Context: an optimization exercise on an open-source flow, tuned for small area. The choices shown serve that exercise and are no tape-out recipe.
In this exercise RTL edits were held to simulation tests only and were not proved equivalent to the original.

== AL ==
==> flow/design.v (excerpt) <==
module top_module (
    input wire clk,
    input wire reset,
    output wire [31:0] mem_pc,
    input wire [31:0] inst
);
==> module and3_cell, before the edit <==
module and3_cell (
    input  wire a,
    input  wire b,
    input  wire c,
    output wire y
);
  assign y = a & b & c;
endmodule
==> module sel16, before the edit <==
module sel16 (
    input  wire [15:0] d,
    input  wire [15:0] s,
    output wire        y
);
  wire [5:0] t;
  genvar g;
  generate
    for (g = 0; g < 5; g = g + 1) begin : g_a
      aoi222_cell u (
          .a0(d[3*g]), .s0(s[3*g]), .a1(d[3*g+1]), .s1(s[3*g+1]),
          .a2(d[3*g+2]), .s2(s[3*g+2]), .y(t[g]));
    end
  endgenerate
  nand2_cell u_n15 (.a(d[15]), .b(s[15]), .y(t[5]));
  wire u;
  and3_cell u_a (.a(t[0]), .b(t[1]), .c(t[2]), .y(u));
  nand4_cell u_o (.a(t[3]), .b(t[4]), .c(t[5]), .d(u), .y(y));
endmodule
==> module top_module, before the edit <==
module top_module (
    input wire clk,
    input wire reset,
    output wire [31:0] mem_pc,
    input wire [31:0] inst
);
  wire [3:0] cond = inst[31:28];
  wire [1:0] op = inst[27:26];
  wire [5:0] funct = inst[25:20];
  wire [3:0] rn = inst[19:16];
  wire [3:0] rd = inst[15:12];
  wire [3:0] rm = inst[3:0];
  reg [31:0] pc;
  reg [31:0] regs[0:14];
  reg [31:0] mem[0:31];
  assign mem_pc = pc;
  reg ex;
  always @(*) begin
    case (cond)
      4'b0001, 4'b0011, 4'b0101, 4'b0111, 4'b1001, 4'b1010, 4'b1100, 4'b1110: ex = 1'b1;
      default: ex = 1'b0;
    endcase
  end
  wire [28:0] pc_hi_inc = pc[31:3] + 29'd1;
  wire [31:0] pc8 = {pc_hi_inc, pc[2:0]};
  wire [3:0] bsel = op[0] ? rd : rm;
  wire [15:0] sa, sb;
  genvar i, j;
  generate
    for (i = 0; i < 15; i = i + 1) begin : g_sel
      assign sa[i] = !op[1] && rn == i;
      assign sb[i] = bsel == i;
    end
  endgenerate
  assign sa[15] = op[1] || rn == 4'd15;
  assign sb[15] = bsel == 4'd15;
  wire [31:0] ra, rb;
  generate
    for (j = 0; j < 32; j = j + 1) begin : g_rd
      wire [15:0] col;
      for (i = 0; i < 15; i = i + 1) begin : g_c
        assign col[i] = regs[i][j];
      end
      assign col[15] = pc8[j];
      sel16 u_a (.d(col), .s(sa), .y(ra[j]));
      sel16 u_b (.d(col), .s(sb), .y(rb[j]));
    end
  endgenerate
  reg [31:0] imm;
  always @(*) begin
    case (op)
      2'b00:   imm = {{24{inst[7]}}, inst[7:0]};
      2'b01:   imm = {{20{inst[11]}}, inst[11:0]};
      default: imm = {{6{inst[23]}}, inst[23:0], 2'b00};
    endcase
  end
  wire use_rb = op == 2'b00 && !funct[5];
  wire [31:0] b = use_rb ? rb : imm;
  wire is_dp = op == 2'b00;
  wire do_sub = is_dp && funct[4:1] == 4'b0010;
  wire do_and = is_dp && funct[4:1] == 4'b0000;
  wire do_orr = is_dp && funct[4:1] == 4'b1100;
  wire [31:0] alu;
  alu32 u_alu (.a(ra), .b(do_sub ? ~b : b), .ci(do_sub), .s_c(!do_and && !do_orr), .s_p(do_and),
               .s_g(do_and || do_orr), .y(alu));
  wire in_range = alu[31:5] == 27'd0;
  wire [31:0] sm;
  generate
    for (i = 0; i < 32; i = i + 1) begin : g_msel
      assign sm[i] = alu[4:0] == i;
    end
  endgenerate
  wire [31:0] mraw;
  generate
    for (j = 0; j < 32; j = j + 1) begin : g_mrd
      wire [31:0] col;
      for (i = 0; i < 32; i = i + 1) begin : g_c
        assign col[i] = mem[i][j];
      end
      wire [2:0] y;
      sel32 u_m (.d(col), .s(sm), .y(y));
      assign mraw[j] = |y;
    end
  endgenerate
  wire [31:0] wval = op[0] ? (in_range ? mraw : 32'd0) : alu;
  wire is_ldr = op == 2'b01 && funct[0];
  wire is_str = op == 2'b01 && !funct[0];
  wire wr_res = ex && (is_dp || is_ldr);
  wire pc_we = (ex && op == 2'b10) || (wr_res && rd == 4'd15);
  wire reg_we = wr_res && rn != 4'd15 && rd != 4'd15;
  wire mem_we = ex && is_str && in_range;
  wire pc_ld = !reset && pc_we;
  wire pc_inc = !reset && !pc_we;
  wire pc_inc_hi = pc_inc && pc[2];
  wire pc_inc_lo = pc_inc && !pc[2];
  wire [31:0] pc_nx;
  generate
    for (j = 3; j < 32; j = j + 1) begin : g_pc
      ao222_cell u (.a0(wval[j]), .s0(pc_ld), .a1(pc_hi_inc[j-3]), .s1(pc_inc_hi), .a2(pc[j]),
                    .s2(pc_inc_lo), .y(pc_nx[j]));
    end
    for (j = 0; j < 3; j = j + 1) begin : g_pcl
      hold_cell u (.ld(pc_ld), .d(wval[j]), .keep(pc_inc), .q(j == 2 ? !pc[j] : pc[j]), .y(pc_nx[j]));
    end
  endgenerate
  always @(posedge clk) pc <= pc_nx;
  generate
    for (i = 0; i < 15; i = i + 1) begin : g_reg
      wire w = reg_we && rd == i;
      wire ld = !reset && w;
      wire keep = !reset && !w;
      wire [31:0] nx;
      for (j = 0; j < 32; j = j + 1) begin : g_b
        hold_cell u (.ld(ld), .d(wval[j]), .keep(keep), .q(regs[i][j]), .y(nx[j]));
      end
      always @(posedge clk) regs[i] <= nx;
    end
  endgenerate
  generate
    for (i = 0; i < 32; i = i + 1) begin : g_mem
      wire w = mem_we && sm[i];
      wire ld = !reset && w;
      wire keep = !reset && !w;
      wire [31:0] nx;
      for (j = 0; j < 32; j = j + 1) begin : g_b
        hold_cell u (.ld(ld), .d(rb[j]), .keep(keep), .q(mem[i][j]), .y(nx[j]));
      end
      always @(posedge clk) mem[i] <= nx;
    end
  endgenerate
endmodule
export LEC_CHECK = 0
export CAP_MARGIN = 20
export CORE_MARGIN = 2
export CORE_UTILIZATION = 70
export CTS_BUF_LIST = sky130_fd_sc_hd__clkbuf_8
export CTS_CLUSTER_DIAMETER = 60
export CTS_CLUSTER_SIZE = 14
export SLEW_MARGIN = 20
export SYNTH_HIERARCHICAL = 1
export SYNTH_MINIMUM_KEEP_SIZE = 0
create_clock -name core_clock -period 12.0 [get_ports {clk}]
run.sh (not shown) runs the stock make flow with config.mk's settings and CLKGATE_MAP_FILE= SYNTH_SCRIPT=/design/flow/synth_recipe.tcl, a recipe that flattens the netlist after the stock synthesis.
AL finished every step from synthesis to the final layout, and the layout passed the timing, design-rule and antenna checks.
Changes in MS relative to AL:
diff --git a/flow/design.v b/flow/design.v
--- a/flow/design.v
+++ b/flow/design.v
@@ -65,16 +65,8 @@
   nand4_cell u_o2 (.a(t[8]), .b(t[9]), .c(t[10]), .d(t31), .y(y[2]));
 endmodule
-module and3_cell (
-    input  wire a,
-    input  wire b,
-    input  wire c,
-    output wire y
-);
-  assign y = a & b & c;
-endmodule
 module sel16 (
     input  wire [15:0] d,
     input  wire [15:0] s,
-    output wire        y
+    output wire [1:0]  y
 );
   wire [5:0] t;
@@ -88,7 +80,6 @@
   endgenerate
   nand2_cell u_n15 (.a(d[15]), .b(s[15]), .y(t[5]));
-  wire u;
-  and3_cell u_a (.a(t[0]), .b(t[1]), .c(t[2]), .y(u));
-  nand4_cell u_o (.a(t[3]), .b(t[4]), .c(t[5]), .d(u), .y(y));
+  nand3_cell u_o0 (.a(t[0]), .b(t[1]), .c(t[2]), .y(y[0]));
+  nand3_cell u_o1 (.a(t[3]), .b(t[4]), .c(t[5]), .y(y[1]));
 endmodule
 module ha_cell (
@@ -243,6 +234,9 @@
       end
       assign col[15] = pc8[j];
-      sel16 u_a (.d(col), .s(sa), .y(ra[j]));
-      sel16 u_b (.d(col), .s(sb), .y(rb[j]));
+      wire [1:0] ya, yb;
+      sel16 u_a (.d(col), .s(sa), .y(ya));
+      sel16 u_b (.d(col), .s(sb), .y(yb));
+      assign ra[j] = |ya;
+      assign rb[j] = |yb;
     end
   endgenerate
--- outcome ---
- MS: flow completed, timing, DRC and antenna clean
- Number of buffers other than clock buffers in the final layout went down by a few percent going from AL to MS.
- Post-route clock period utilization was lower in AL than in MS.
- Going from AL to MS, worst-case clock skew increased 0.0065 ns; clock-buffer cell count decreased about 2.2%.
- Relative to AL, vias after detailed routing has decreased by 1.5% in MS.

static timing again, ports no longer ideal:
Ports are ideal in the flow. The routed layouts listed here were re-timed in OpenROAD. Step 1 assumes that a clkbuf_16 drives the clock port and a buf_2 every other input. Step 2 adds t to the input delays and takes it off the output delays; t is the mean of the earliest and latest rising clock arrival at the registers after step 1. Input paths then give back, and output paths get back, about the clock's delay inside the block. Slacks: ideal / step 1 / step 2; pairs: ideal / step 1.
run	t (ns)	setup WS [ns]	worst hold slack (ns)	worst slew at a driven data input, ns
AL	0.956	0.949 / 0.901 / -0.055	0.476 / 0.476 / 0.476	0.12
MS	0.947	0.812 / 0.839 / -0.108	0.477 / 0.477 / 0.477	0.12
With both steps, setup timing fails in AL and MS, where it was met with ideal ports. For AL, which loses most, drivers alone change the setup slack by -0.048 ns; drivers and shift together by -1.004 ns.
